From an optimization exercise on the open Yosys and OpenROAD flow, aimed at small area, a short achievable clock period and few clock cycles; shortcuts taken in it are not production practice. RTL that was checked went through simulation tests only; none was proved equivalent to the original. No functional check of the RTL was part of runs 2 to 9. No activity file was given, so power comes from the tool's default toggle rates.

### design/flow/design.v
`timescale 1 ns/1 ns
module SAD(Go, A_Addr, A_Data, B_Addr, B_Data, C_Addr, I_RW, I_En, O_RW, O_En, Done, SAD_Out, Clk, Rst);
   input Go;
   input [7:0] A_Data, B_Data;
   output [14:0] A_Addr, B_Addr;
   output reg [6:0] C_Addr;
   output I_RW, I_En, O_RW;
   output reg O_En, Done;
   output [31:0] SAD_Out;
   input Clk, Rst;
   reg [14:0] n;           
   reg [15:0] Sum;
   reg [7:0]  x1;          
   reg        c1;
   reg        f1, f2;      
   reg        l1, l2;      
   reg        e1, e2;      
   wire       run = Go | (|n);
   wire       lastpix = &n[7:0];
   wire [8:0] s = {1'b0, A_Data} + {1'b0, ~B_Data};
   wire       c = s[8];
   assign A_Addr = n;
   assign B_Addr = n;
   assign I_En = 1'b1;
   assign I_RW = 1'b0;
   assign O_RW = 1'b1;
   assign SAD_Out = {16'b0, Sum};
   always @(posedge Clk) begin
      if (Rst) n <= 15'd0;
      else n <= n + {14'd0, run};
      if (lastpix) C_Addr <= n[14:8];
      f1 <= (n[7:0] == 8'd0);
      l1 <= ~Rst & lastpix;
      e1 <= ~Rst & lastpix & (&n[14:8]);
      x1 <= s[7:0] ^ {8{~c}};
      c1 <= c;
      f2 <= f1;
      l2 <= ~Rst & l1;
      e2 <= ~Rst & e1;
      Sum <= (f2 ? 16'd0 : Sum) + {8'd0, x1} + {15'd0, c1};
      O_En <= ~Rst & l2;
      Done <= ~Rst & e2;
   end
endmodule
### design/flow/run.sh
#!/bin/bash
# synth_recipe.tcl (not shown) runs the flow's synth.tcl, then flattens the netlist and writes it again
# the make line also repeats each setting of config.mk as NAME=value (left out here)
make -C /OpenROAD-flow-scripts/flow DESIGN_CONFIG=/design/flow/config.mk WORK_HOME=/design/flow/orfs CLKGATE_MAP_FILE= SYNTH_SCRIPT=/design/flow/synth_recipe.tcl finish
### design/flow/config.mk
export PLATFORM = sky130hd
export DESIGN_NAME = SAD
export DESIGN_NICKNAME = SAD
export VERILOG_FILES = /design/flow/design.v
export SDC_FILE = /design/flow/constraint.sdc
export NUM_CORES = 4
export LEC_CHECK = 0
export CAP_MARGIN = 20
export CORE_MARGIN = 2
export CORE_UTILIZATION = 40
export SLEW_MARGIN = 20
### design/flow/constraint.sdc
create_clock -name core_clock -period 8.0 [get_ports {Clk}]
set_input_delay 1.6000 -clock core_clock [delete_from_list [all_inputs] [get_ports {Clk}]]
set_output_delay 1.6000 -clock core_clock [all_outputs]
set_load 0.01 [all_outputs]
==> results of run 1 <==
-- layout make-up --
cell class,instances,area share
flip-flops and latches,55,0.3136
well taps,99,0.03317
repair buffers,73,0.1956
multi-input cells,222,0.4097
inverters,18,0.01809
clock buffers,6,0.02513
clock inverters,2,0.004690
-- Yosys cell counts, drive strengths merged (2+ instances only) --
master / number
xor2: 10
conb: 2
o211ai: 2
nand3: 13
and3: 3
clkbuf: 5
nand2b: 4
buf: 35
fa: 3
nand2: 9
nor3: 6
or3: 4
mux2i: 2
mux2: 5
a21oi: 16
nor2b: 24
and2: 2
dfxtp: 48
ha: 17
edfxtp: 7
o21ai: 10
xnor2: 16
or4: 5
o21bai: 3
nand4: 4
nor4: 3
inv: 18
a21boi: 2
nor2: 26
a31oi: 2
-- through the flow --
stage               power, mW  setup slack, ns
CTS                    0.9346            4.339
detailed placement     0.7558            4.024
floorplan              0.6383            4.670
finish                 0.9223            4.356
global route           0.9905            4.233
global placement       0.7506            4.109
-- final timing paths --
kind | startpoint | endpoint | depth (start not counted)
worst min-delay path | f1 | f2 | 0
worst max register to register | f2 | Sum[14] | 9
worst max-delay path | B_Data[0] | x1[3] | 9
worst min register to register | f1 | f2 | 0
-- report_power, final --
part,total (mW),leakage (nW),switching (mW),internal (mW)
logic,0.372,0.948,0.178,0.194
clock network,0.175,0.0569,0.0926,0.0824
registers,0.375,0.443,0.0450,0.330
total,0.922,1.45,0.315,0.607
-- routing by layer --
metal | share of wire | global-route usage | routed length [um]
met1 | 0.49 | 0.1884 | 2770
met4 | 0.013 | 0.05000 | 73
met3 | 0.036 | 0.03172 | 205
met5 | 0 | 0 | 0
met2 | 0.46 | 0.2350 | 2605
-- sequential cells by signal, indices dropped and copies added, names as in the netlist --
signal,count
C_Addr,7
Done,1
O_En,1
Sum,16
c1,1
e1,1
e2,1
f1,1
f2,1
l1,1
l2,1
n,15
x1,8
-- worst reg2reg max path, cell delays in order, from the launching register on --
cell and delay [ns]:
dfxtp_1 0.78, nand2b_1 0.21, fa_1 0.20, inv_1 0.06, fa_1 0.39, a21oi_1 0.17
nor2b_1 0.08, a311oi_2 0.45, o21ai_0 0.19, mux2_2 0.29
-- cell families (layout without fill, tap and decap cells) --
logic type                 after synthesis  count (layout)
AOI/OAI and AO/OA                       43              43
adders and majority gates               20              20
other                                    2              19
and+or+nand+nor                        106             106
DFF                                     55              55
xor gates and xnor gates                27              27
muxes                                    7               7
buffers and inverters                   58              99
==> impl_metrics.ini, run 1 <==
[timing]
rsz0062_at_grt = false
setup_tns_ns = 0
period_share = 0.4555
slew_viol_final = 0
hold_viol = 0
fmax_mhz = 274.5
slew_headroom = 0.5270
finalSetupViolations = 0
holdWs_ns = 0.3394
worst_slew_pin_slew_ns = 0.7073
clock-skew-final_ns = 0.01357
layout_min_cycle_time_ns = 3.644

[finish]
antenna_cells = 0
most-common-layout-cells = clkdlybuf4s50_1 (73), dfxtp_1 (48), nor2_1 (26)
fin_area_um2 = 3735
drive_above_1_share = 0.05585
area_growth_pct = 25.42
multi_input_area_um2 = 1530
fill_cells = 698
utilization = 0.5177
final_nets = 414
final_common_cell = clkdlybuf4s50_1
seq_area_um2 = 1171
layout.cells.non_filler = 475

[cts]
clk_pin_slew_worst_paths_ns = 0.10
cts.sinks = 55
clk_latency_ns = 0.31
cts_root_buf = clkbuf_8
cts-buffers-inserted = 5
cts.htree.levels = 2
post_cts_buffers = 0
cts_hold_buf = 0
cts_tree = built
cts_max_path_buffers = 2
cts_resized = 0

[route]
drt_iter0_drc = 50
wire_per_inst_um = 11.91
drc_errors = 0
vias = 2217
vias_per_cell = 4.667
drtPass1Iterations = 4
wl_mm = 5.655
ant_nets = 0

[synth]
synth-simple-area-share = 0.1933
synth_cell_type_count = 49
synth_top_cell_by_area = dfxtp_1
netlist.area_leader.share = 0.3227
synth_fa_ha_area_frac = 0.09160
syn_area_um2 = 2978
synth_area_leaders = dfxtp_1 (32%), buf_4 (8.6%), ha_1 (7.1%)
synth_seq_cells = 55
ys_warn_count = 1
synth_compound_area_frac = 0.09370
synth_edf_count = 7
synth-async-reset-ratio = 0
synth_cells = 318
synth_top_family_by_area = simple AND/OR/NAND/NOR gates
syn_area_per_cell_um2 = 9.364
ys_seq_area_frac = 0.3933
synthMuxAreaShare = 0.02563
ys.flop_type = dfxtp_1
synth_xor_area_frac = 0.08403

[grt]
track_usage = 0.1439
grt_pass1_wl_mm = 9.777
grt_max_degree = 24
grt_pass1_vias = 2167
grt_remaining_overflow = 0
antenna_found_initial = 0

[die]
start_util = 0.4128
placementRows = 31
io_pins = 93
die_h_um = 90.28
die_x_um = 90.28
dieArea_um2 = 8150
core-area_um2 = 7214

[critical_path]
path_cells = clkdlybuf4s50_1 -> inv_1 -> ha_1 -> fa_1 -> a21oi_1 -> nor2_1 -> nor2_1 -> o21ai_4 -> xnor3_1
crit_path_start_kind = input port
critPathRequiredTime_ns = 8.18
r2r_slack_ns = 5.07
cp_max_fo = 8
worstSetupPathType = in -> reg
endpoint_kind = register
crit_family = adder cells
critPathBufInv = 2
arrival_ns = 3.82
critical-path-slowest-cell = clkdlybuf4s50_1
critPathMaxStageDelay_ns = 0.46
crit_top_cell = nor2_1

[pwr]
vdd_drop_max_uv = 114.4
power_leakage_nw = 1.447
cellPowerDensity_nw_per_um2 = 246.9

[job]
cap_viol_max_count = 0

[place]
placed_cells = 467
routabilityCongestion = 0.7917
place_area_um2 = 3618
dp_hpwl_mm = 4.338
port_buffers = 73

[status]
run_status = timing/DRC/antenna clean

[hold_path]
holdCritPathClass = reg -> reg
Testbench counts, summed over its fixed seeds: cycles 393,246.
==> run 2: changes to the inputs <==
==> design/flow/design.v (replaced) <==
`timescale 1 ns/1 ns
module SAD(Go, A_Addr, A_Data, B_Addr, B_Data, C_Addr, I_RW, I_En, O_RW, O_En, Done, SAD_Out, Clk, Rst);
   input Go;
   input [7:0] A_Data, B_Data;
   output [14:0] A_Addr, B_Addr;
   output reg [6:0] C_Addr;
   output I_RW, I_En, O_RW;
   output reg O_En, Done;
   output [31:0] SAD_Out;
   input Clk, Rst;
   reg [14:0] n;           
   reg [15:0] Sum;
   reg [7:0]  x1;
   reg        c1;
   reg        f2;          
   reg        l1, l2;      
   wire       busy = |n;
   wire       run = Go | busy;
   wire       lastpix = &n[7:0];
   wire [14:0] t;
   genvar gi;
   generate
      for (gi = 0; gi < 15; gi = gi + 1) begin : inc
         if (gi == 0) assign t[gi] = run;
         else assign t[gi] = run & (&n[gi-1:0]);
      end
   endgenerate
   wire [7:0] g0 = A_Data & ~B_Data;
   wire [7:0] p0 = ~(A_Data ^ B_Data);
   wire [7:0] g1, p1, g2, p2, g3, p3;
   generate
      for (gi = 0; gi < 8; gi = gi + 1) begin : ks
         if (gi >= 1) begin
            assign g1[gi] = g0[gi] | (p0[gi] & g0[gi-1]);
            assign p1[gi] = p0[gi] & p0[gi-1];
         end else begin
            assign g1[gi] = g0[gi];
            assign p1[gi] = p0[gi];
         end
         if (gi >= 2) begin
            assign g2[gi] = g1[gi] | (p1[gi] & g1[gi-2]);
            assign p2[gi] = p1[gi] & p1[gi-2];
         end else begin
            assign g2[gi] = g1[gi];
            assign p2[gi] = p1[gi];
         end
         if (gi >= 4) begin
            assign g3[gi] = g2[gi] | (p2[gi] & g2[gi-4]);
            assign p3[gi] = p2[gi] & p2[gi-4];
         end else begin
            assign g3[gi] = g2[gi];
            assign p3[gi] = p2[gi];
         end
      end
   endgenerate
   wire [7:0] s = p0 ^ {g3[6:0], 1'b0};
   wire       c = g3[7];
   wire [15:0] base = f2 ? 16'd0 : Sum;
   wire [15:0] acc = base + {8'd0, x1} + {15'd0, c1};
   assign A_Addr = n;
   assign B_Addr = n;
   assign I_En = 1'b1;
   assign I_RW = 1'b0;
   assign O_RW = 1'b1;
   assign SAD_Out = {16'b0, Sum};
   always @(posedge Clk) begin
      n <= Rst ? 15'd0 : (n ^ t);
      if (lastpix) C_Addr <= n[14:8];
      l1 <= ~Rst & lastpix;
      x1 <= s ^ {8{~c}};
      c1 <= c;
      l2 <= ~Rst & l1;
      f2 <= (n[7:0] == 8'd1);
      Sum <= acc;
      O_En <= ~Rst & l2;
      Done <= ~Rst & l2 & ~busy;
   end
endmodule
==> impl_metrics.ini, run 2 <==
[cts]
cts.sinks = 52
cts.htree.levels = 2
cts_max_path_buffers = 2
clk_pin_slew_worst_paths_ns = 0.09
cts_tree = built
cts-buffers-inserted = 5
cts_hold_buf = 0
clk_latency_ns = 0.30
cts_root_buf = clkbuf_8
cts_resized = 0
post_cts_buffers = 0

[finish]
most-common-layout-cells = clkdlybuf4s50_1 (73), dfxtp_1 (45), nor2_1 (36)
top_regs = Sum (16), n (15), x1 (8)
final_nets = 410
largest_register_ffs = 16
antenna_cells = 0
regMostFlops = Sum
drive_above_1_share = 0.04826
final_common_cell = clkdlybuf4s50_1
area_growth_pct = 25.05

[pwr]
cellPowerDensity_nw_per_um2 = 265.8
seqPwrFrac = 0.383
p_switching_uw = 353.7
vdd_drop_max_uv = 119.7
power_leakage_nw = 1.491
p_total_uw = 969.3
internal_power_uw = 615.6
switching_share = 0.3649
pwr-share-clk = 0.157
combPwrFrac = 0.460

[die]
die_x_um = 89.39
placementRows = 31
die_h_um = 89.39
io_pins = 93
core-area_um2 = 7137
dieArea_um2 = 7991
start_util = 0.4087

[synth]
synth-async-reset-ratio = 0
synth_commonest_cells = dfxtp_1 (45), nor2_1 (36), buf_4 (34)
yosysMostFrequentCell = dfxtp_1
synth_seq_cells = 52
syn_area_um2 = 2917
synth_cell_type_count = 46
synth_top_cell_by_area = dfxtp_1
ys.flop_type = dfxtp_1
ys_seq_area_frac = 0.3810
ys_warn_count = 1
syn_area_per_cell_um2 = 9.288
synth_area_leaders = dfxtp_1 (31%), buf_4 (8.8%), edfxtp_1 (7.2%)
netlist.area_leader.share = 0.3089
synth_cells = 314
synth_edf_count = 7

[critical_path]
crit_path_start_kind = input port
cp_max_fo = 7
critPathRequiredTime_ns = 8.17
endpoint_kind = register
arrival_ns = 3.98
worstSetupPathType = in -> reg

[timing]
slew_viol_final = 0
layout_min_cycle_time_ns = 3.804
worst_slew_pin_slew_ns = 0.6762
rsz0062_at_grt = false
setup_tns_ns = 0
slew_headroom = 0.5486
clock-skew-final_ns = 0.008786
period_share = 0.4755
holdWs_ns = 0.4447
hold_viol = 0
fmax_mhz = 262.9
finalSetupViolations = 0

[grt]
grt_remaining_overflow = 0
grt_pass1_vias = 1924
grt_pass1_wl_mm = 8.431
track_usage = 0.1336
antenna_found_initial = 0
grt_max_degree = 21

[route]
drc_errors = 0
wl_mm = 5.221
vias_per_cell = 4.540
vias = 2143
drtPass1Iterations = 4
wire_per_inst_um = 11.06
drt_iter0_drc = 54
ant_nets = 0

[place]
dp_hpwl_mm = 4.055
routabilityCongestion = 0.8489
port_buffers = 73

[job]
cap_viol_max_count = 0

[hold_path]
holdCritPathClass = reg -> reg

[status]
run_status = timing/DRC/antenna clean
run 2: cell types whose count changed in the layout (fill, tap and decap cells not counted), moves of 4 or more:
cell     before  now
mux2_1        0    4
mux2_2        5    0
nand2_1       9   13
nor2_1       26   36
nor2b_1      24   15
o21ai_0       9    4
o21ai_1       0    4
xnor2_1      16   12
xnor2_2       0    6
run 2: cell families after synthesis:
group,synth area share
AOI/OAI and AO/OA,0.09696
xor gates and xnor gates,0.1055
adders and majority gates,0.08923
buffers and inverters,0.1184
DFF,0.3810
muxes,0.01544
other,0.002575
and+or+nand+nor,0.1909
run 2: through the flow:
stage | cells | worst slack [ns] | utilization | area (um^2)
floorplan | 331 | 4.575 | - | 2980
global placement | 464 | 3.897 | 0.4979 | 3553
detailed placement | 464 | 3.870 | 0.4979 | 3553
CTS | 472 | 4.192 | 0.5110 | 3647
global route | 472 | 4.084 | 0.5110 | 3647
finish | 472 | 4.196 | 0.5110 | 3647
run 2: power by group through the flow:
stage / clock, mW / sequential (mW) / combinational, mW
2_1_floorplan: 0 / 0.368 / 0.322
3_3_place_gp: 0 / 0.377 / 0.443
3_5_place_dp: 0 / 0.378 / 0.448
4_1_cts: 0.159 / 0.372 / 0.453
5_1_grt: 0.171 / 0.379 / 0.498
6_report: 0.152 / 0.371 / 0.446
run 2: cell type report:
cell class / instances / area, um^2
Fill cell: 703 / 3490
Tap cell: 99 / 123.9
Timing Repair Buffer: 73 / 730.7
Multi-Input combinational cell: 223 / 1524
Clock buffer: 7 / 86.33
Clock inverter: 1 / 7.507
Sequential cell: 52 / 1111
Inverter: 17 / 63.81
run 2: final timing paths:
path              cells after the start  slack (ns)      end  startpoint
setup / recovery                      9        4.20    x1[5]   B_Data[0]
hold / removal                        1        0.44       l2          l1
hold reg to reg                       1        0.44       l2          l1
setup reg to reg                      8        5.14  Sum[14]          f2
run 2: per-layer routing:
metal,part of all wire,global-route usage,vias to the layer above
li1,-,-,1131
met1,0.49,0.1767,957
met2,0.46,0.2195,53
met3,0.041,0.02770,2
met4,0.0077,0.04071,0
met5,0,0,-
run 2: worst max-delay path, cell delays in order:
cell and delay (ns):
clkdlybuf4s50_1 0.45, inv_1 0.04, ha_1 0.20, fa_1 0.40, a21o_1 0.22, a221oi_2 0.38
o21bai_1 0.10, a21o_1 0.37, xnor2_2 0.21
==> run 3: changes to the inputs <==
==> design/flow/flow/run.sh (new file) <==
#!/bin/bash
# Standard layout, with the port buffers made of buf_1 cells instead of the
# delay buffers buffer_ports picks by default.
set -euo pipefail
bash standard.sh "BUFFER_PORTS_ARGS=-buffer_cell sky130_fd_sc_hd__buf_1" finish > make_finish.log 2>&1
==> design/flow/standard.sh (new file) <==
#!/bin/bash
# synth_recipe.tcl (not shown) runs the flow's synth.tcl, then flattens the netlist and writes it again
# the make line also repeats each setting of config.mk as NAME=value (left out here)
make -C /OpenROAD-flow-scripts/flow DESIGN_CONFIG=/design/flow/config.mk WORK_HOME=/design/flow/orfs CLKGATE_MAP_FILE= SYNTH_SCRIPT=/design/flow/synth_recipe.tcl "${@:-finish}"
removed: design/flow/run.sh
==> impl_metrics.ini, run 3 <==
[critical_path]
crit_path_start_kind = input port
critPathRequiredTime_ns = 8.17
worstSetupPathType = in -> reg
arrival_ns = 3.59
endpoint_kind = register
cp_max_fo = 7

[timing]
rsz0062_at_grt = false
finalSetupViolations = 0
layout_min_cycle_time_ns = 3.421
fmax_mhz = 292.3
holdWs_ns = 0.4428
fin_ws_ns = 4.579
slew_headroom = 0.4812
period_share = 0.4276
hold_viol = 0
worst_slew_pin_slew_ns = 0.7782
slew_viol_final = 0
clock-skew-final_ns = 0.005773
setup_tns_ns = 0

[cts]
post_cts_buffers = 0
cts_max_path_buffers = 2
cts.htree.levels = 2
cts_root_buf = clkbuf_8
cts.sinks = 52
cts_resized = 0
clk_latency_ns = 0.30
cts_tree = built
cts-buffers-inserted = 5
clk_pin_slew_worst_paths_ns = 0.09
cts_hold_buf = 0

[finish]
largest_register_ffs = 16
most-common-layout-cells = buf_1 (73), dfxtp_1 (45), nor2_1 (36)
top_regs = Sum (16), n (15), x1 (8)
final_nets = 410
regMostFlops = Sum
layout.cells.non_filler = 472
final_common_cell = buf_1
antenna_cells = 0
area_growth_pct = 9.224
fill_cells = 712
drive_above_1_share = 0.04826

[synth]
synth_commonest_cells = dfxtp_1 (45), nor2_1 (36), buf_4 (34)
yosysMostFrequentCell = dfxtp_1
ys_seq_area_frac = 0.3810
syn_area_um2 = 2917
syn_area_per_cell_um2 = 9.288
synth-async-reset-ratio = 0
synth_area_leaders = dfxtp_1 (31%), buf_4 (8.8%), edfxtp_1 (7.2%)
ys_warn_count = 1
synth_cells = 314
synth_cell_type_count = 46
synth_top_cell_by_area = dfxtp_1
netlist.area_leader.share = 0.3089
synth_seq_cells = 52
ys.flop_type = dfxtp_1
synth_edf_count = 7

[route]
drc_errors = 0
vias = 2145
drt_iter0_drc = 59
ant_nets = 0
wl_mm = 5.035
wire_per_inst_um = 10.67
vias_per_cell = 4.544
drtPass1Iterations = 4

[grt]
use_met1 = 0.1732
grt_util_met2 = 0.1912
use_met3 = 0.02678
grt.busiest_layer = met2
grt_pass1_vias = 1796
antenna_found_initial = 0
grt_pass1_wl_mm = 7.893
grt_remaining_overflow = 0
track_usage = 0.1250
grt_max_degree = 21

[pwr]
p_total_uw = 912.9
p_switching_uw = 357.7
cellPowerDensity_nw_per_um2 = 286.6
vdd_drop_max_uv = 87.76
power_leakage_nw = 1.308
internal_power_uw = 555.2
combPwrFrac = 0.433
seqPwrFrac = 0.405
pwr-share-clk = 0.162
switching_share = 0.3918

[place]
place_ws_ns = 4.267
routabilityCongestion = 0.8583
placed_cells = 464
dp_hpwl_mm = 3.880
port_buffers = 73

[die]
die_h_um = 89.39
core-area_um2 = 7137
start_util = 0.4087
dieArea_um2 = 7991
die_x_um = 89.39
io_pins = 93
placementRows = 31

[job]
cap_viol_max_count = 0

[status]
run_status = timing/DRC/antenna clean

[hold_path]
holdCritPathClass = reg -> reg
==> run 3: cell counts after synthesis <==
Identical to the previous run, type by type.
==> run 3: logic make-up (layout without fill, tap and decap cells) <==
kind of cell | after synthesis | count (layout) | synth area share
AO/OA/AOI/OAI | 41 | 41 | 0.09696
XOR/XNOR | 30 | 30 | 0.1055
adder cells (fa/ha/maj) | 19 | 19 | 0.08923
buffers and inverters | 56 | 98 | 0.1184
flip-flops | 52 | 52 | 0.3810
multiplexers | 4 | 4 | 0.01544
other | 2 | 19 | 0.002575
AND/OR/NAND/NOR | 110 | 110 | 0.1909
==> run 3: worst paths after layout <==
| path | start | to | slack [ns] | cells past startpoint |
|---|---|---|---|---|
| worst max-delay path | B_Data[0] | x1[2] | 4.58 | 9 |
| worst min-delay path | l1 | l2 | 0.44 | 1 |
| worst max register to register | f2 | Sum[14] | 5.14 | 8 |
| worst min register to register | l1 | l2 | 0.44 | 1 |
==> run 3: area by class of cell <==
cell class / instances / area, um^2 / share of cell area
clock buffer: 6 / 72.57 / 0.02278
clock inverter: 2 / 16.27 / 0.005106
inverter: 17 / 63.81 / 0.02003
multi-input combinational: 223 / 1524 / 0.4784
sequential: 52 / 1111 / 0.3488
tap: 99 / 123.9 / 0.03888
timing repair buffer: 73 / 274.0 / 0.08602
==> run 3: worst max-delay path, cell delays in order <==
cell	delay, ns
buf_1	0.07
inv_1	0.04
ha_1	0.20
fa_1	0.40
a21o_1	0.21
a221oi_2	0.39
o21bai_1	0.11
a21o_1	0.37
xnor2_2	0.21
==> run 3: per-layer routing <==
layer | vias to the layer above | part of all wire
li1 | 1129 | -
met1 | 953 | 0.50
met2 | 61 | 0.45
met3 | 2 | 0.043
met4 | 0 | 0.0093
met5 | - | 0
==> run 3: metrics by stage <==
step / util / cell area, um^2
after detailed placement: 0.4339 / 3097
after floorplan: - / 2980
final: 0.4464 / 3186
after global placement: 0.4339 / 3097
after global routing: 0.4464 / 3186
after CTS: 0.4464 / 3186
==> run 3: power groups by stage <==
| stage | sequential [mW] | combinational (mW) | clock, mW |
|---|---|---|---|
| global route | 0.378 | 0.450 | 0.165 |
| CTS | 0.370 | 0.399 | 0.153 |
| global placement | 0.375 | 0.389 | 0 |
| floorplan | 0.368 | 0.322 | 0 |
| detailed placement | 0.376 | 0.396 | 0 |
| finish | 0.370 | 0.396 | 0.147 |
==> run 4: changes to the inputs <==
==> design/flow/design.v (replaced) <==
`timescale 1 ns/1 ns
module SAD(Go, A_Addr, A_Data, B_Addr, B_Data, C_Addr, I_RW, I_En, O_RW, O_En, Done, SAD_Out, Clk, Rst);
   input Go;
   input [7:0] A_Data, B_Data;
   output [14:0] A_Addr, B_Addr;
   output [6:0] C_Addr;
   output I_RW, I_En, O_RW;
   output reg O_En, Done;
   output [31:0] SAD_Out;
   input Clk, Rst;
   reg [7:0]  L;           
   reg [6:0]  H;           
   reg        H7;
   reg [7:0]  Ar, Br;
   reg [15:0] Sum;
   reg        f2;          
   reg        l1, l2;      
   wire       busy = (|L) | (|H);
   wire       run = Go | busy;
   wire       lastpix = &L;
   wire       adv = run & lastpix;
   wire       fb = H[6] ^ H[5] ^ (H[5:0] == 6'd0);
   wire [7:0] d = Ar - Br;
   wire [7:0] ad = (Ar > Br) ? d : -d;
   wire [15:0] base = f2 ? 16'd0 : Sum;
   assign A_Addr = {H, L};
   assign B_Addr = {H, L};
   assign C_Addr = {H7, H[6:1]};
   assign I_En = 1'b1;
   assign I_RW = 1'b0;
   assign O_RW = 1'b1;
   assign SAD_Out = {16'b0, Sum};
   always @(posedge Clk) begin
      if (Rst) begin
         L <= 8'd0;
         H <= 7'd0;
      end else begin
         L <= L + {7'd0, run};
         if (adv) H <= {H[5:0], fb};
      end
      if (adv) H7 <= H[6];
      l1 <= ~Rst & lastpix;
      Ar <= A_Data;
      Br <= B_Data;
      l2 <= ~Rst & l1;
      f2 <= (L == 8'd1);
      Sum <= base + {8'd0, ad};
      O_En <= ~Rst & l2;
      Done <= ~Rst & l2 & ~busy;
   end
endmodule
==> impl_metrics.ini, run 4 <==
[route]
drtPass1Iterations = 4
drt_iter0_drc = 43
vias_per_cell = 4.581
ant_nets = 0
wire_per_inst_um = 10.89
wl_mm = 4.945
vias = 2080
drc_errors = 0

[hold_path]
hold_path_depth = 1
hold_start = l1
holdCritPathClass = reg -> reg
hold_end = l2

[pwr]
vdd_drop_max_uv = 117.1
power_leakage_nw = 1.255
p_switching_uw = 350.7
switching_share = 0.3732
cellPowerDensity_nw_per_um2 = 303.8
internal_power_uw = 589.0
combPwrFrac = 0.432
seqPwrFrac = 0.369
pwr-share-clk = 0.198

[critical_path]
critPathRequiredTime_ns = 8.18
rr_worst_depth = 15
crit_path_start_kind = register
timing.rr.start = Ar[0]
r2r_end = Sum[10]
worstSetupPathType = reg -> reg
arrival_ns = 3.82
r2r_slack_ns = 4.36
endpoint_kind = register
cp_max_fo = 7

[die]
start_util = 0.4148
io_pins = 93
die_x_um = 88.17
dieArea_um2 = 7774
core-area_um2 = 6832
die_h_um = 88.17
placementRows = 30

[place]
dp_hpwl_mm = 3.883
port_buffers = 73
placed_cells = 446
place_area_um2 = 2973
routabilityCongestion = 0.7988

[synth]
yosysMostFrequentCell = dfxtp_1
syn_area_per_cell_um2 = 9.322
synth-async-reset-ratio = 0
synth_top_cell_by_area = dfxtp_1
synth_cell_type_count = 46
synth_area_leaders = dfxtp_1 (37%), buf_4 (11%), ha_1 (8.4%)
synth_commonest_cells = dfxtp_1 (52), buf_4 (41), nor2_1 (29)
synth_seq_cells = 53
ys.flop_type = dfxtp_1
netlist.area_leader.share = 0.3673
synth_edf_count = 1
ys_warn_count = 1
syn_area_um2 = 2834
synth_cells = 304
ys_seq_area_frac = 0.3779

[grt]
use_met1 = 0.1769
grt_util_met2 = 0.2071
grt.busiest_layer = met2
grt_pass1_wl_mm = 8.252
use_met3 = 0.03393
grt_max_degree = 19
antenna_found_initial = 0
track_usage = 0.1321
grt_remaining_overflow = 0
grt_pass1_vias = 1866

[finish]
drive_above_1_share = 0.05866
fill_cells = 712
largest_register_ffs = 16
area_growth_pct = 9.139
layout.cells.non_filler = 454
final_common_cell = buf_1
regMostFlops = Sum
antenna_cells = 0
final_nets = 397
fin_area_um2 = 3093
most-common-layout-cells = buf_1 (73), dfxtp_1 (52), nor2_1 (29)

[cts]
cts-buffers-inserted = 5
clk_pin_slew_worst_paths_ns = 0.09
cts_tree = built
clk_latency_ns = 0.30
cts_resized = 0
cts_hold_buf = 0
cts_root_buf = clkbuf_8
cts.htree.levels = 2
post_cts_buffers = 0
cts_max_path_buffers = 2
cts.sinks = 53

[timing]
clock-skew-final_ns = 0.005386
period_share = 0.4550
rsz0062_at_grt = false
slew_viol_final = 0
setup_tns_ns = 0
worst_slew_pin_slew_ns = 0.7690
hold_viol = 0
fmax_mhz = 274.7
layout_min_cycle_time_ns = 3.640
finalSetupViolations = 0
slew_headroom = 0.4874

[status]
run_status = timing/DRC/antenna clean

[job]
cap_viol_max_count = 0
-- run 4: final cells by class --
class	instances	area, um^2	area share
timing repair buffer	73	274.0	0.08859
inverter	16	60.06	0.01942
sequential	53	1071	0.3463
tap	96	120.1	0.03883
multi-input combinational	208	1448	0.4680
clock buffer	6	82.58	0.02670
clock inverter	2	37.54	0.01214
-- run 4: per-stage QoR --
step | utilization | hold WS [ns] | setup WS (ns) | power, mW
2_1_floorplan | - | 0.4138 | 4.740 | 0.6828
5_1_grt | 0.4527 | 0.4580 | 4.006 | 1.020
4_1_cts | 0.4527 | 0.4480 | 4.334 | 0.9564
3_5_place_dp | 0.4352 | 0.4242 | 4.364 | 0.7617
3_3_place_gp | 0.4352 | 0.4179 | 4.536 | 0.7574
6_report | 0.4527 | 0.4440 | 4.360 | 0.9397
-- run 4: kinds of logic (layout without fill, tap and decap cells) --
| group | after synthesis | after routing | share of synthesized area |
|---|---|---|---|
| AO/OA/AOI/OAI | 43 | 43 | 0.1121 |
| XOR/XNOR | 24 | 24 | 0.07417 |
| adder cells (fa/ha/maj) | 21 | 21 | 0.09801 |
| buffers and inverters | 60 | 97 | 0.1338 |
| flip-flops | 53 | 53 | 0.3779 |
| multiplexers | 8 | 8 | 0.02826 |
| other | 2 | 19 | 0.002650 |
| AND/OR/NAND/NOR | 93 | 93 | 0.1731 |
-- run 4: routing by layer --
layer  share of wire  wire length [um]
met1            0.47              2322
met2            0.46              2262
met3           0.063               310
met4           0.010                50
met5               0                 0
-- run 4: critical path, stage by stage, from the launching register on --
cell and delay, ns:
dfxtp_1 0.32, inv_1 0.04, ha_1 0.21, fa_1 0.40, nand2b_1 0.19, a21oi_2 0.19, a221oi_2 0.08, nor2_2 0.24
mux2i_1 0.17, fa_1 0.48, a21oi_1 0.24, o21ai_1 0.14, a2111oi_4 0.45, nor3_1 0.12, xnor2_1 0.17, nor2_1 0.05
-- run 4: power groups by stage --
stage          Combinational, mW  Clock [mW]  Sequential [mW]
2_1_floorplan              0.327           0            0.356
6_report                   0.406       0.186            0.347
3_5_place_dp               0.407           0            0.355
5_1_grt                    0.458       0.207            0.355
4_1_cts                    0.412       0.196            0.349
3_3_place_gp               0.405           0            0.353
-- run 4: worst max-delay path by stage --
| stage | from | depth (start not counted) | slack (ns) | to |
|---|---|---|---|---|
| after global routing | Ar[0] | 15 | 4.01 | Sum[12] |
| after floorplan | Ar[0] | 15 | 4.74 | Sum[10] |
| after detailed placement | Ar[0] | 15 | 4.36 | Sum[10] |
| final | Ar[0] | 15 | 4.36 | Sum[10] |
| after global placement | Ar[0] | 15 | 4.54 | Sum[12] |
| after CTS | Ar[0] | 15 | 4.33 | Sum[10] |
==> run 5: changes to the inputs <==
==> design/flow/flow/run.sh (replaced) <==
#!/bin/bash
# Standard layout, with the port buffers made of buf_1 cells instead of the
# delay buffers buffer_ports picks by default, and adders left to ABC.
set -euo pipefail
bash standard.sh "BUFFER_PORTS_ARGS=-buffer_cell sky130_fd_sc_hd__buf_1" ADDER_MAP_FILE= ABC_CLOCK_PERIOD_IN_PS=2500 finish > make_finish.log 2>&1
==> impl_metrics.ini, run 5 <==
[timing]
period_share = 0.5072
rsz0062_at_grt = false
slew_viol_final = 0
finalSetupViolations = 0
clock-skew-final_ns = 0.009989
hold_viol = 0
fmax_mhz = 246.4
layout_min_cycle_time_ns = 4.058
worst_slew_pin_slew_ns = 0.8250
slew_headroom = 0.4480
setup_tns_ns = 0

[synth]
synth_top_family_by_area = simple AND/OR/NAND/NOR gates
synth_compound_area_frac = 0.1401
synth_xor_area_frac = 0.1043
synth_commonest_cells = dfxtp_1 (52), nor2_1 (43), buf_4 (41)
synth_cells = 372
synth_fa_ha_area_frac = 0.02093
synth_area_leaders = dfxtp_1 (33%), buf_4 (9.9%), xnor2_1 (6.2%)
synth-simple-area-share = 0.2262
ys_warn_count = 1
synth_edf_count = 1
synth_top_cell_by_area = dfxtp_1
synth_cell_type_count = 53
synthMuxAreaShare = 0.03784
yosysMostFrequentCell = dfxtp_1
synth_seq_cells = 53
ys_seq_area_frac = 0.3446
synth-async-reset-ratio = 0
ys.flop_type = dfxtp_1
netlist.area_leader.share = 0.3349
syn_area_per_cell_um2 = 8.355
syn_area_um2 = 3108

[hold_path]
hold_start = l1
hold_end = l2
hold_path_depth = 1
holdCritPathClass = reg -> reg

[finish]
drive_above_1_share = 0.05425
fill_cells = 817
final_nets = 442
final_common_cell = buf_1
antenna_cells = 0
largest_register_ffs = 16
most-common-layout-cells = buf_1 (73), dfxtp_1 (52), nor2_1 (43)
regMostFlops = Sum
area_growth_pct = 8.333

[critical_path]
worstSetupPathType = reg -> reg
cp_max_fo = 11
timing.rr.start = Br[4]
critPathRequiredTime_ns = 8.24
path_cells = nand2b_2 -> maj3_2 -> maj3_2 -> maj3_2 -> a21o_4 -> mux2_4 -> maj3_2 -> a221o_1 -> o211ai_2 -> a311oi_2 -> or4_1 -> a21oi_1
arrival_ns = 4.30
crit_top_cell = maj3_2
crit_path_start_kind = register
critPathBufInv = 0
rr_worst_depth = 12
crit_family = adder cells
critPathMaxStageDelay_ns = 0.55
r2r_end = Sum[13]
endpoint_kind = register
r2r_slack_ns = 3.94
critical-path-slowest-cell = or4_1

[route]
vias = 2533
wire_per_inst_um = 11.13
drc_errors = 0
ant_nets = 0
drt_iter0_drc = 103
drtPass1Iterations = 4
wl_mm = 5.854
vias_per_cell = 4.816

[cts]
cts.htree.levels = 2
cts_hold_buf = 0
clk_latency_ns = 0.30
cts-buffers-inserted = 5
clk_pin_slew_worst_paths_ns = 0.10
cts_max_path_buffers = 2
cts.sinks = 53
cts_resized = 0
cts_root_buf = clkbuf_8
cts_tree = built
post_cts_buffers = 0

[pwr]
p_total_uw = 930.1
power_leakage_nw = 1.256
cellPowerDensity_nw_per_um2 = 276.2
vdd_drop_max_uv = 86.60

[grt]
grt_pass1_vias = 2183
grt_remaining_overflow = 0
grt_pass1_wl_mm = 10.01
antenna_found_initial = 0
track_usage = 0.1432
grt_max_degree = 23

[die]
die_x_um = 92.15
start_util = 0.4086
dieArea_um2 = 8491
core-area_um2 = 7607
placementRows = 32
die_h_um = 92.15
io_pins = 93

[job]
cap_viol_max_count = 0

[status]
run_status = timing/DRC/antenna clean

[place]
port_buffers = 73
dp_hpwl_mm = 4.475
routabilityCongestion = 0.8356
## run 5: layer usage
metal  up-vias  GRT usage  routed length [um]
li1       1325          -                   -
met1      1136     0.1955                2787
met2        65     0.2230                2691
met3         7    0.03287                 300
met4         0    0.04726                  76
met5         -          0                   0
## run 5: cells by family after synthesis
kind of cell	count (synthesis)
AOI/OAI and AO/OA	61
xor gates and xnor gates	37
adders and majority gates	6
buffers and inverters	61
DFF	53
muxes	11
other	2
and+or+nand+nor	141
## run 5: worst max path at each step
stage                     endpoint   from  cells after the start
final                      Sum[13]  Br[4]                     12
after floorplan            Sum[12]  Br[4]                     13
after CTS                  Sum[15]  Br[4]                     12
after global placement     Sum[15]  Br[4]                     12
after global routing       Sum[13]  Ar[4]                     12
after detailed placement   Sum[15]  Br[4]                     12
## run 5: cell type report
type	instances	area [um^2]	area share
multi-input combinational	275	1723	0.5117
sequential	53	1071	0.3181
timing repair buffer	74	281.5	0.08361
tap	102	127.6	0.03790
clock buffer	6	72.57	0.02155
inverter	14	52.55	0.01561
clock inverter	2	38.79	0.01152
## run 5: power by group
group | internal, mW | switching, mW | leakage [nW]
logic | 0.164 | 0.228 | 0.761
registers | 0.306 | 0.0489 | 0.439
clock network | 0.0941 | 0.0887 | 0.0554
## run 5: per-stage QoR
stage	hold slack [ns]	util	cell area, um^2	std cells	worst slack (ns)
after floorplan	0.4138	-	3172	389	4.135
after global placement	0.4180	0.4271	3249	518	3.874
after detailed placement	0.4299	0.4271	3249	518	3.778
after CTS	0.4547	0.4418	3361	526	3.768
after global routing	0.4759	0.4426	3367	526	3.503
final	0.4495	0.4426	3367	526	3.942
==> run 6: changes to the inputs <==
--- a/design/flow/design.v
+++ b/design/flow/design.v
@@ -13,7 +13,9 @@
    reg        H7;
    reg [7:0]  Ar, Br;
+   reg [7:0]  x1;
+   reg        c1;
    reg [15:0] Sum;
-   reg        f2;          
-   reg        l1, l2;      
+   reg        f3;          
+   reg        l1, l2, l3;  
    wire       busy = (|L) | (|H);
    wire       run = Go | busy;
@@ -21,7 +23,35 @@
    wire       adv = run & lastpix;
    wire       fb = H[6] ^ H[5] ^ (H[5:0] == 6'd0);
-   wire [7:0] d = Ar - Br;
-   wire [7:0] ad = (Ar > Br) ? d : -d;
-   wire [15:0] base = f2 ? 16'd0 : Sum;
+   function [7:0] ks8;
+      input [7:0] a, b;
+      input cin;
+      reg [7:0] g, p, g1, p1, g2, p2, g3;
+      integer i;
+      begin
+         g = a & b;
+         p = a | b;
+         g[0] = g[0] | (p[0] & cin);
+         for (i = 0; i < 8; i = i + 1) begin
+            g1[i] = (i >= 1) ? g[i] | (p[i] & g[i-1]) : g[i];
+            p1[i] = (i >= 1) ? p[i] & p[i-1] : p[i];
+         end
+         for (i = 0; i < 8; i = i + 1) begin
+            g2[i] = (i >= 2) ? g1[i] | (p1[i] & g1[i-2]) : g1[i];
+            p2[i] = (i >= 2) ? p1[i] & p1[i-2] : p1[i];
+         end
+         for (i = 0; i < 8; i = i + 1)
+            g3[i] = (i >= 4) ? g2[i] | (p2[i] & g2[i-4]) : g2[i];
+         ks8 = g3;
+      end
+   endfunction
+   wire [7:0] nb = ~Br;
+   wire [7:0] dc = ks8(Ar, nb, 1'b0);
+   wire [7:0] s = Ar ^ nb ^ {dc[6:0], 1'b0};
+   wire       c = dc[7];
+   wire [15:0] base = f3 ? 16'd0 : Sum;
+   wire [7:0]  lc = ks8(base[7:0], x1, c1);
+   wire [7:0]  lo = base[7:0] ^ x1 ^ {lc[6:0], c1};
+   wire [7:0]  hi1 = base[15:8] + 8'd1;
+   wire [7:0]  hi = lc[7] ? hi1 : base[15:8];
    assign A_Addr = {H, L};
    assign B_Addr = {H, L};
@@ -44,8 +74,11 @@
       Br <= B_Data;
       l2 <= ~Rst & l1;
-      f2 <= (L == 8'd1);
-      Sum <= base + {8'd0, ad};
-      O_En <= ~Rst & l2;
-      Done <= ~Rst & l2 & ~busy;
+      x1 <= s ^ {8{~c}};
+      c1 <= c;
+      l3 <= ~Rst & l2;
+      f3 <= (L == 8'd2);
+      Sum <= {hi, lo};
+      O_En <= ~Rst & l3;
+      Done <= ~Rst & l3 & ~busy;
    end
 endmodule
==> design/flow/flow/run.sh (replaced) <==
#!/bin/bash
# Standard layout, with the port buffers made of buf_1 cells instead of the
# delay buffers buffer_ports picks by default, and adders left to ABC.
set -euo pipefail
bash standard.sh "BUFFER_PORTS_ARGS=-buffer_cell sky130_fd_sc_hd__buf_1" ADDER_MAP_FILE= finish > make_finish.log 2>&1
==> impl_metrics.ini, run 6 <==
[status]
run_status = timing/DRC/antenna clean

[synth]
synth_cell_type_count = 59
synth-async-reset-ratio = 0
synth_seq_cells = 63
netlist.area_leader.share = 0.3614
ys_seq_area_frac = 0.3701
ys_warn_count = 1
syn_area_per_cell_um2 = 8.565
synth_edf_count = 1
synth_area_leaders = dfxtp_1 (36%), buf_4 (9.0%), xnor2_1 (6.4%)
synth_commonest_cells = dfxtp_1 (62), buf_4 (41), nor2_1 (37)
synth_cells = 401
ys.flop_type = dfxtp_1
syn_area_um2 = 3435
synth_top_cell_by_area = dfxtp_1
yosysMostFrequentCell = dfxtp_1

[cts]
clk_latency_ns = 0.34
post_cts_buffers = 0
cts_hold_buf = 0
cts_max_path_buffers = 2
cts_root_buf = clkbuf_8
cts_tree = built
cts-buffers-inserted = 9
cts.htree.levels = 3
clk_pin_slew_worst_paths_ns = 0.08
cts_resized = 0
cts.sinks = 63

[grt]
grt_pass1_wl_mm = 10.28
grt_pass1_vias = 2304
grt_remaining_overflow = 0
grt_max_degree = 45
track_usage = 0.1299
antenna_found_initial = 0

[timing]
fmax_mhz = 376.3
layout_min_cycle_time_ns = 2.657
setup_tns_ns = 0
worst_slew_pin_slew_ns = 0.7881
fin_ws_ns = 5.343
period_share = 0.3322
holdWs_ns = 0.4480
finalSetupViolations = 0
slew_viol_final = 0
rsz0062_at_grt = false
clock-skew-final_ns = 0.01054
hold_viol = 0
slew_headroom = 0.4746

[finish]
antenna_cells = 0
largest_register_ffs = 16
final_nets = 463
utilization = 0.4518
final_common_cell = buf_1
area_growth_pct = 8.634
layout.cells.non_filler = 554
drive_above_1_share = 0.08241
regMostFlops = Sum
most-common-layout-cells = buf_1 (73), dfxtp_1 (62), nor2_1 (37)
fin_area_um2 = 3731

[place]
place_area_um2 = 3512
place_ws_ns = 5.535
routabilityCongestion = 0.7610
dp_hpwl_mm = 4.391
port_buffers = 73
placed_cells = 538

[die]
die_h_um = 96.66
start_util = 0.4159
die_x_um = 96.66
io_pins = 93
dieArea_um2 = 9343
core-area_um2 = 8258
placementRows = 33

[critical_path]
critPathBufInv = 1
critPathRequiredTime_ns = 6.40
path_cells = buf_1
worstSetupPathType = reg -> out
critPathMaxStageDelay_ns = 0.53
crit_path_start_kind = register
crit_family = flip-flops
arrival_ns = 1.06
critical-path-slowest-cell = dfxtp_1
endpoint_kind = output pin
cp_max_fo = 11

[route]
drtPass1Iterations = 4
drc_errors = 0
wl_mm = 6.071
vias = 2664
drt_iter0_drc = 71
vias_per_cell = 4.809
ant_nets = 0
wire_per_inst_um = 10.96

[job]
cap_viol_max_count = 0

[pwr]
cellPowerDensity_nw_per_um2 = 318.8
p_total_mw = 1.189
vdd_drop_max_uv = 113.1
power_leakage_nw = 1.420

[hold_path]
holdCritPathClass = reg -> reg
==> run 6: cell type report <==
| type | instances | area (um^2) |
|---|---|---|
| fill | 830 | 4527 |
| tap | 105 | 131.4 |
| sequential | 63 | 1271 |
| clock buffer | 10 | 127.6 |
| timing repair buffer | 74 | 281.5 |
| inverter | 14 | 52.55 |
| clock inverter | 6 | 91.34 |
| multi-input combinational | 282 | 1775 |
==> run 6: metal layers <==
| metal | up-vias | global-route usage | wire length (um) |
|---|---|---|---|
| li1 | 1384 | - | - |
| met1 | 1189 | 0.1653 | 2824 |
| met2 | 79 | 0.2089 | 2786 |
| met3 | 12 | 0.03107 | 351 |
| met4 | 0 | 0.05850 | 108 |
| met5 | - | 0 | 0 |
==> run 6: worst paths after layout <==
kind                            startpoint  depth (start not counted)    endpoint  slack (ns)
worst min register to register          l2                          1          l3        0.45
worst max register to register          f3                          7      Sum[7]        5.83
worst max-delay path                Sum[3]                          1  SAD_Out[3]        5.34
worst min-delay path                    l2                          1          l3        0.45
==> run 6: power breakdown <==
part | internal [mW] | switching, mW
registers | 0.370 | 0.0908
clock network | 0.178 | 0.129
logic | 0.199 | 0.222
total | 0.747 | 0.442
==> run 6: cells by family (layout without fill, tap and decap cells) <==
kind of cell / after synthesis / after routing / synth area share
and+or+nand+nor: 138 / 138 / 0.2051
AOI/OAI and AO/OA: 77 / 77 / 0.1599
buffers and inverters: 73 / 104 / 0.1315
DFF: 63 / 63 / 0.3701
xor gates and xnor gates: 35 / 35 / 0.08925
muxes: 10 / 10 / 0.03170
adders and majority gates: 3 / 3 / 0.01020
other: 2 / 19 / 0.002187
==> run 6: worst register-to-register path, stage by stage (launching register included) <==
cell and delay [ns]:
dfxtp_1 0.31, buf_4 0.37, nand2b_1 0.21, o31ai_1 0.09, o21ai_0 0.43, a21oi_4 0.13
o41ai_1 0.41, nor4_2 0.10
==> run 7: changes to the inputs <==
--- a/design/flow/config.mk
+++ b/design/flow/config.mk
@@ -8,4 +8,6 @@
 export CAP_MARGIN = 20
 export CORE_MARGIN = 2
-export CORE_UTILIZATION = 40
+export CORE_UTILIZATION = 70
+export CTS_CLUSTER_DIAMETER = 100
+export CTS_CLUSTER_SIZE = 40
 export SLEW_MARGIN = 20
==> impl_metrics.ini, run 7 <==
[synth]
synth_cell_type_count = 59
ys_warn_count = 1
synth_fa_ha_area_frac = 0.01020
synth_compound_area_frac = 0.1599
synth_xor_area_frac = 0.08925
syn_area_per_cell_um2 = 8.565
netlist.area_leader.share = 0.3614
synth_edf_count = 1
synth_top_cell_by_area = dfxtp_1
ys_seq_area_frac = 0.3701
synth-async-reset-ratio = 0
synth_area_leaders = dfxtp_1 (36%), buf_4 (9.0%), xnor2_1 (6.4%)
ys.flop_type = dfxtp_1
yosysMostFrequentCell = dfxtp_1
synth_commonest_cells = dfxtp_1 (62), buf_4 (41), nor2_1 (37)
synth-simple-area-share = 0.2051
synth_top_family_by_area = simple AND/OR/NAND/NOR gates
syn_area_um2 = 3435
synthMuxAreaShare = 0.03169
synth_cells = 401
synth_seq_cells = 63

[route]
drtPass1Iterations = 5
vias = 2683
ant_nets = 0
wire_per_inst_um = 11.19
drt_iter0_drc = 119
wl_mm = 5.774
vias_per_cell = 5.200
drc_errors = 0

[timing]
hold_viol = 0
holdWs_ns = 0.4385
finalSetupViolations = 0
layout_min_cycle_time_ns = 2.621
slew_viol_final = 0
rsz0062_at_grt = false
slew_headroom = 0.4429
worst_slew_pin_slew_ns = 0.8357
period_share = 0.3276
setup_tns_ns = 0
clock-skew-final_ns = 0.009575
fmax_mhz = 381.5

[finish]
drive_above_1_share = 0.08018
multi_input_area_um2 = 1775
antenna_cells = 0
fill_cells = 344
seq_area_um2 = 1271
largest_register_ffs = 16
most-common-layout-cells = buf_1 (73), dfxtp_1 (62), nor2_1 (37)
utilization = 0.7809
final_nets = 463
area_growth_pct = 7.395
final_common_cell = buf_1
regMostFlops = Sum
fin_area_um2 = 3689

[critical_path]
critPathRequiredTime_ns = 6.40
critPathBufInv = 1
endpoint_kind = output pin
critical-path-slowest-cell = dfxtp_1
path_cells = buf_1
crit_path_start_kind = register
arrival_ns = 1.02
cp_max_fo = 11
worstSetupPathType = reg -> out
crit_family = flip-flops
critPathMaxStageDelay_ns = 0.51

[pwr]
power_leakage_nw = 1.425
vdd_drop_max_uv = 186.7
cellPowerDensity_nw_per_um2 = 321.8

[grt]
grt_pass1_vias = 2170
grt_remaining_overflow = 0
track_usage = 0.2190
grt_pass1_wl_mm = 9.418
antenna_found_initial = 0
grt_max_degree = 45

[cts]
post_cts_buffers = 0
cts_root_buf = clkbuf_8
cts.htree.levels = 3
cts-buffers-inserted = 9
clk_pin_slew_worst_paths_ns = 0.07
cts.sinks = 63
cts_max_path_buffers = 2
cts_tree = built
cts_resized = 0
cts_hold_buf = 0
clk_latency_ns = 0.33

[job]
cap_viol_max_count = 0

[die]
placementRows = 25
start_util = 0.7272
core-area_um2 = 4723
die_x_um = 74.05
io_pins = 93
dieArea_um2 = 5483
die_h_um = 74.05

[hold_path]
holdCritPathClass = reg -> reg

[place]
port_buffers = 73
dp_hpwl_mm = 4.190
routabilityCongestion = 0.8662
place_area_um2 = 3465

[status]
run_status = timing/DRC/antenna clean
[run 7: cell counts after synthesis]
No cell type changed its count.
[run 7: path summary, 6_finish.rpt]
path | startpoint | end | slack, ns | cells past startpoint
setup / recovery | Sum[3] | SAD_Out[3] | 5.38 | 1
setup reg to reg | Sum[3] | Sum[12] | 5.82 | 6
hold / removal | l2 | l3 | 0.44 | 1
hold reg to reg | l2 | l3 | 0.44 | 1
[run 7: stage by stage]
step	worst slack (ns)	total power [mW]	std cells
2_1_floorplan	5.771	0.8184	418
3_3_place_gp	5.553	0.8750	500
3_5_place_dp	5.517	0.8875	500
4_1_cts	5.354	1.194	516
5_1_grt	5.291	1.273	516
6_report	5.379	1.187	516
[run 7: layout make-up]
type | instances | share of cell area
Multi-Input combinational cell | 282 | 0.4813
Sequential cell | 63 | 0.3446
Clock inverter | 3 | 0.01764
Tap cell | 67 | 0.02273
Clock buffer | 13 | 0.04308
Inverter | 14 | 0.01425
Timing Repair Buffer | 74 | 0.07632
[run 7: kinds of logic after synthesis]
kind of cell    after synthesis
mux                          10
simple gates                138
xor+xnor                     35
compound gates               77
flops                        63
buf+inv                      73
fa+ha+maj                     3
other cells                   2
[run 7: where the power goes]
| group | leakage, nW | internal (mW) | switching (mW) |
|---|---|---|---|
| registers | 0.523 | 0.371 | 0.0899 |
| clock network | 0.114 | 0.192 | 0.113 |
| logic | 0.789 | 0.199 | 0.222 |
[run 7: per-layer routing]
metal / vias to the layer above / global-route usage / share of wire
li1: 1383 / - / -
met1: 1210 / 0.2969 / 0.46
met2: 84 / 0.3413 / 0.47
met3: 6 / 0.04472 / 0.055
met4: 0 / 0.09293 / 0.011
met5: - / 0 / 0
==> run 8: changes to the inputs <==
--- a/design/flow/design.v
+++ b/design/flow/design.v
@@ -12,10 +12,9 @@
    reg [6:0]  H;           
    reg        H7;
-   reg [7:0]  Ar, Br;
    reg [7:0]  x1;
    reg        c1;
    reg [15:0] Sum;
-   reg        f3;          
-   reg        l1, l2, l3;  
+   reg        f2;          
+   reg        l1, l2;      
    wire       busy = (|L) | (|H);
    wire       run = Go | busy;
@@ -45,9 +44,9 @@
       end
    endfunction
-   wire [7:0] nb = ~Br;
-   wire [7:0] dc = ks8(Ar, nb, 1'b0);
-   wire [7:0] s = Ar ^ nb ^ {dc[6:0], 1'b0};
+   wire [7:0] nb = ~B_Data;
+   wire [7:0] dc = ks8(A_Data, nb, 1'b0);
+   wire [7:0] s = A_Data ^ nb ^ {dc[6:0], 1'b0};
    wire       c = dc[7];
-   wire [15:0] base = f3 ? 16'd0 : Sum;
+   wire [15:0] base = f2 ? 16'd0 : Sum;
    wire [7:0]  lc = ks8(base[7:0], x1, c1);
    wire [7:0]  lo = base[7:0] ^ x1 ^ {lc[6:0], c1};
@@ -71,14 +70,11 @@
       if (adv) H7 <= H[6];
       l1 <= ~Rst & lastpix;
-      Ar <= A_Data;
-      Br <= B_Data;
-      l2 <= ~Rst & l1;
       x1 <= s ^ {8{~c}};
       c1 <= c;
-      l3 <= ~Rst & l2;
-      f3 <= (L == 8'd2);
+      l2 <= ~Rst & l1;
+      f2 <= (L == 8'd1);
       Sum <= {hi, lo};
-      O_En <= ~Rst & l3;
-      Done <= ~Rst & l3 & ~busy;
+      O_En <= ~Rst & l2;
+      Done <= ~Rst & l2 & ~busy;
    end
 endmodule
--- a/design/flow/config.mk
+++ b/design/flow/config.mk
@@ -8,6 +8,4 @@
 export CAP_MARGIN = 20
 export CORE_MARGIN = 2
-export CORE_UTILIZATION = 70
-export CTS_CLUSTER_DIAMETER = 100
-export CTS_CLUSTER_SIZE = 40
+export CORE_UTILIZATION = 40
 export SLEW_MARGIN = 20
==> impl_metrics.ini, run 8 <==
[status]
run_status = timing/DRC/antenna clean

[timing]
fmax_mhz = 298.5
clock-skew-final_ns = 0.004896
hold_viol = 0
finalSetupViolations = 0
period_share = 0.4187
slew_headroom = 0.4530
slew_viol_final = 0
layout_min_cycle_time_ns = 3.350
worst_slew_pin_slew_ns = 0.8205
holdWs_ns = 0.4476
rsz0062_at_grt = false
fin_ws_ns = 4.650
setup_tns_ns = 0

[finish]
area_growth_pct = 8.087
antenna_cells = 0
final_nets = 401
seq_area_um2 = 930.9
utilization = 0.4430
top_regs = Sum (16), L (8), x1 (8)
largest_register_ffs = 16
multi_input_area_um2 = 1478
layout.cells.non_filler = 463
drive_above_1_share = 0.03916
regMostFlops = Sum
final_common_cell = buf_1
most-common-layout-cells = buf_1 (73), dfxtp_1 (45), nor2_1 (35)
fill_cells = 683

[route]
drc_errors = 0
ant_nets = 0
drtPass1Iterations = 4
wl_mm = 4.996
vias = 2219
vias_per_cell = 4.793
drt_iter0_drc = 87
wire_per_inst_um = 10.79

[die]
io_pins = 93
placementRows = 30
start_util = 0.4099
core-area_um2 = 6719
dieArea_um2 = 7565
die_h_um = 86.98
die_x_um = 86.98

[synth]
synth_cells = 335
syn_area_um2 = 2754
synth_seq_cells = 46
yosysMostFrequentCell = dfxtp_1
ys_seq_area_frac = 0.3380
synth_cell_type_count = 50
syn_area_per_cell_um2 = 8.221
synth-async-reset-ratio = 0
ys_warn_count = 1
ys.flop_type = dfxtp_1
synth_edf_count = 1
synth_commonest_cells = dfxtp_1 (45), buf_4 (43), nor2_1 (35)
synth_top_cell_by_area = dfxtp_1
netlist.area_leader.share = 0.3271
synth_area_leaders = dfxtp_1 (33%), buf_4 (12%), xnor2_1 (8.6%)

[hold_path]
hold_path_depth = 1
hold_start = l1
hold_end = l2
holdCritPathClass = reg -> reg

[cts]
cts_root_buf = clkbuf_8
cts.sinks = 46
clk_pin_slew_worst_paths_ns = 0.09
clk_latency_ns = 0.30
cts_resized = 0
post_cts_buffers = 0
cts_max_path_buffers = 2
cts.htree.levels = 2
cts_hold_buf = 0
cts-buffers-inserted = 5
cts_tree = built

[place]
dp_hpwl_mm = 3.750
port_buffers = 73
place_ws_ns = 4.332
routabilityCongestion = 0.7998
placed_cells = 455

[grt]
track_usage = 0.1305
grt_remaining_overflow = 0
grt_max_degree = 29
grt_pass1_wl_mm = 8.217
grt_pass1_vias = 1913
antenna_found_initial = 0

[critical_path]
r2r_end = Sum[15]
worstSetupPathType = in -> reg
rr_worst_depth = 8
endpoint_kind = register
critPathRequiredTime_ns = 8.17
crit_path_start_kind = input port
arrival_ns = 3.52
timing.rr.start = f2
r2r_slack_ns = 5.40
cp_max_fo = 8

[pwr]
vdd_drop_max_uv = 101.4
power_leakage_nw = 1.129
cellPowerDensity_nw_per_um2 = 311.2

[job]
cap_viol_max_count = 0
run 8: cell count changes in the layout (fill, tap and decap cells not counted), sizes merged, moves of 4 or more:
cell / delta
clkbuf: -8
a21oi: -8
nor3b: -4
and3: +4
nor3: -4
o21ai: -5
nor2b: -5
dfxtp: -17
mux2: -4
run 8: stage by stage:
step	cell area, um^2	power, mW
2_1_floorplan	2818	0.6630
3_3_place_gp	2839	0.7198
3_5_place_dp	2839	0.7286
4_1_cts	2977	0.9358
5_1_grt	2977	0.9989
6_report	2977	0.9263
run 8: cells by family after synthesis:
group,after synthesis,share of synthesized area
flip-flops,46,0.3380
XOR/XNOR,37,0.1177
AO/OA/AOI/OAI,63,0.1622
AND/OR/NAND/NOR,115,0.1999
other,2,0.002727
multiplexers,5,0.01954
buffers and inverters,64,0.1486
adder cells (fa/ha/maj),3,0.01136
run 8: how the worst max path moves through the flow:
stage          startpoint  endpoint  slack (ns)  cells past startpoint
2_1_floorplan   B_Data[0]     x1[0]        4.72                      8
3_3_place_gp    B_Data[0]     x1[2]        4.41                      8
6_report        B_Data[0]     x1[2]        4.65                      8
5_1_grt         B_Data[0]     x1[4]        4.43                      8
3_5_place_dp    B_Data[0]     x1[4]        4.33                      8
4_1_cts         B_Data[0]     x1[4]        4.66                      8
run 8: worst max-delay path, cell delays in order:
cell      delay (ns)
buf_1           0.09
nand2b_1        0.18
maj3_2          0.36
a311oi_1        0.34
nor2_1          0.12
a22oi_1         0.25
maj3_1          0.46
xnor2_1         0.13
run 8: per-layer routing:
metal | track usage | part of all wire
met1 | 0.1624 | 0.49
met2 | 0.2276 | 0.45
met3 | 0.02464 | 0.053
met4 | 0.03835 | 0.011
met5 | 0 | 0
run 8: where the power goes:
group	leakage [nW]	total (mW)	switching [mW]	internal, mW
Combinational	0.681	0.377	0.204	0.173
Sequential	0.380	0.345	0.0670	0.278
Clock	0.0683	0.204	0.0791	0.125
run 8: layout make-up:
class,count,area share
sequential,46,0.3127
tap,80,0.03363
inverter,13,0.01639
timing repair buffer,74,0.09458
clock inverter,3,0.02312
multi-input combinational,242,0.4964
clock buffer,5,0.02312
==> run 9: changes to the inputs <==
==> design/flow/flow/run.sh (replaced) <==
#!/bin/bash
# Standard layout with three changes: port buffers made of buf_1 cells
# instead of the delay buffers buffer_ports picks by default, adders left to
# ABC, and no dummy loads added to the clock tree.
set -euo pipefail
bash standard.sh \
  "BUFFER_PORTS_ARGS=-buffer_cell sky130_fd_sc_hd__buf_1" \
  ADDER_MAP_FILE= \
  "CTS_ARGS=-sink_clustering_enable -repair_clock_nets -dont_use_dummy_load" \
  finish > make_finish.log 2>&1
==> impl_metrics.ini, run 9 <==
[status]
run_status = timing/DRC/antenna clean

[timing]
worst_slew_pin_slew_ns = 0.8207
fin_ws_ns = 4.638
fmax_mhz = 297.5
slew_viol_final = 0
period_share = 0.4202
layout_min_cycle_time_ns = 3.362
hold_viol = 0
clock-skew-final_ns = 0.01890
setup_tns_ns = 0
slew_headroom = 0.4529
finalSetupViolations = 0
rsz0062_at_grt = false

[grt]
grt_pass1_vias = 1911
grt_remaining_overflow = 0
track_usage = 0.1303
grt_max_degree = 29
antenna_found_initial = 0
grt_pass1_wl_mm = 8.211

[place]
routabilityCongestion = 0.7998
port_buffers = 73
placed_cells = 455
place_ws_ns = 4.332
dp_hpwl_mm = 3.750

[pwr]
cellPowerDensity_nw_per_um2 = 291.4
power_leakage_nw = 1.097
vdd_drop_max_uv = 91.78

[synth]
synth_commonest_cells = dfxtp_1 (45), buf_4 (43), nor2_1 (35)
ys_warn_count = 1
synth_edf_count = 1
synth_cell_type_count = 50
netlist.area_leader.share = 0.3271
syn_area_per_cell_um2 = 8.221
yosysMostFrequentCell = dfxtp_1
synth_area_leaders = dfxtp_1 (33%), buf_4 (12%), xnor2_1 (8.6%)
synth_cells = 335
synth-async-reset-ratio = 0
synth_seq_cells = 46
synth_top_cell_by_area = dfxtp_1
ys_seq_area_frac = 0.3380
syn_area_um2 = 2754
ys.flop_type = dfxtp_1

[route]
wl_mm = 5.011
vias = 2221
drt_iter0_drc = 66
drc_errors = 0
wire_per_inst_um = 10.89
vias_per_cell = 4.828
drtPass1Iterations = 4
ant_nets = 0

[die]
die_x_um = 86.98
start_util = 0.4099
core-area_um2 = 6719
placementRows = 30
dieArea_um2 = 7565
die_h_um = 86.98
io_pins = 93

[cts]
cts_tree = built
cts.sinks = 46
cts_resized = 0
cts_max_path_buffers = 2
clk_latency_ns = 0.30
cts_root_buf = clkbuf_8
cts-buffers-inserted = 5
clk_pin_slew_worst_paths_ns = 0.09
post_cts_buffers = 0
cts_hold_buf = 0
cts.htree.levels = 2

[finish]
fill_cells = 693
most-common-layout-cells = buf_1 (73), dfxtp_1 (45), nor2_1 (35)
antenna_cells = 0
seq_area_um2 = 930.9
area_growth_pct = 5.588
top_regs = Sum (16), L (8), x1 (8)
regMostFlops = Sum
layout.cells.non_filler = 460
multi_input_area_um2 = 1478
final_common_cell = buf_1
drive_above_1_share = 0.03158
final_nets = 401
largest_register_ffs = 16

[critical_path]
cp_max_fo = 8
critPathRequiredTime_ns = 8.16
critPathMaxStageDelay_ns = 0.46
crit_family = adder cells
endpoint_kind = register
path_cells = buf_1 -> nand2b_1 -> maj3_2 -> a311oi_1 -> nor2_1 -> a22oi_1 -> maj3_1 -> xnor2_1
crit_path_start_kind = input port
worstSetupPathType = in -> reg
arrival_ns = 3.52
critical-path-slowest-cell = maj3_1
critPathBufInv = 1

[hold_path]
holdCritPathClass = reg -> reg

[job]
cap_viol_max_count = 0
==> run 9: cell counts after synthesis <==
Identical to the previous run, type by type.
==> run 9: cells by family after synthesis <==
kind of cell | count (synthesis) | share of synthesized area
AND/OR/NAND/NOR | 115 | 0.1999
multiplexers | 5 | 0.01954
buffers and inverters | 64 | 0.1486
XOR/XNOR | 37 | 0.1177
other | 2 | 0.002727
flip-flops | 46 | 0.3380
AO/OA/AOI/OAI | 63 | 0.1622
adder cells (fa/ha/maj) | 3 | 0.01136
==> run 9: layout make-up <==
| cell class | instances | share of cell area |
|---|---|---|
| clock buffers | 5 | 0.02367 |
| inverters | 13 | 0.01678 |
| multi-input cells | 242 | 0.5082 |
| flip-flops and latches | 46 | 0.3201 |
| well taps | 80 | 0.03442 |
| repair buffers | 74 | 0.09682 |
==> run 9: report_power, final <==
part	internal (mW)	switching, mW
logic	0.173	0.204
registers	0.278	0.0674
clock network	0.0564	0.0685
==> run 9: worst paths after layout <==
kind                  end  slack, ns  depth (start not counted)       from
setup / recovery    x1[2]       4.64                          8  B_Data[0]
hold / removal         l2       0.45                          1         l1
setup reg to reg  Sum[15]       5.41                          8         f2
hold reg to reg        l2       0.45                          1         l1
==> run 9: per-stage QoR <==
step,util,instance area [um^2],hold slack (ns),power (mW)
5_1_grt,0.4328,2908,0.4791,0.9188
6_report,0.4328,2908,0.4476,0.8473
4_1_cts,0.4328,2908,0.4549,0.8577
3_3_place_gp,0.4225,2839,0.4208,0.7198
3_5_place_dp,0.4225,2839,0.4326,0.7286
2_1_floorplan,-,2818,0.4138,0.6630
==> run 9: metal layers <==
| metal | wire length (um) | share of wire | GRT usage | up-vias |
|---|---|---|---|---|
| li1 | - | - | - | 1165 |
| met1 | 2464 | 0.49 | 0.1618 | 980 |
| met2 | 2214 | 0.44 | 0.2276 | 72 |
| met3 | 275 | 0.055 | 0.02464 | 4 |
| met4 | 57 | 0.011 | 0.03835 | 0 |
| met5 | 0 | 0 | 0 | - |

## static timing again, ports no longer ideal
The results above use ideal ports. As a check the final layouts listed here were re-extracted and re-timed, cells and wires unchanged. Step 1 sets driving cells, clkbuf_16 on the clock port and buf_2 on the other inputs (assumed; they add their load-dependent delay and slew). Step 2 adds t to the input delays and takes it off the output delays; t is the mean of the earliest and latest rising clock arrival at the registers after step 1. Input paths then give back, and output paths get back, about the clock's delay inside the block. a / b / c = ideal ports / drivers / drivers and shift; a / b = the first two.
run | t (ns) | slack for setup (ns) | clock arrival spread, ns | worst register clock-pin slew, ns | worst slew at a driven data input, ns
run 1 | 0.332 | 4.356 / 4.362 / 4.030 | 0.014 / 0.013 | 0.10 / 0.10 | 0.04
run 2 | 0.322 | 4.196 / 4.198 / 3.876 | 0.009 / 0.009 | 0.09 / 0.09 | 0.04
run 3 | 0.321 | 4.579 / 4.585 / 4.264 | 0.006 / 0.006 | 0.09 / 0.09 | 0.03
run 4 | 0.329 | 4.360 / 4.360 / 4.360 | 0.006 / 0.006 | 0.09 / 0.09 | 0.03
run 5 | 0.329 | 3.942 / 3.942 / 3.942 | 0.011 / 0.011 | 0.10 / 0.10 | 0.03
run 6 | 0.366 | 5.343 / 5.312 / 5.537 | 0.011 / 0.011 | 0.08 / 0.08 | 0.03
run 7 | 0.349 | 5.379 / 5.352 / 5.503 | 0.010 / 0.010 | 0.07 / 0.07 | 0.03
run 8 | 0.321 | 4.650 / 4.654 / 4.333 | 0.006 / 0.006 | 0.09 / 0.09 | 0.03
run 9 | 0.313 | 4.638 / 4.642 / 4.329 | 0.020 / 0.020 | 0.09 / 0.09 | 0.03
After both steps setup and hold are still met in every run listed. The setup slack of run 1, which loses most, moves by +0.006 ns with the drivers and by -0.326 ns with both steps.
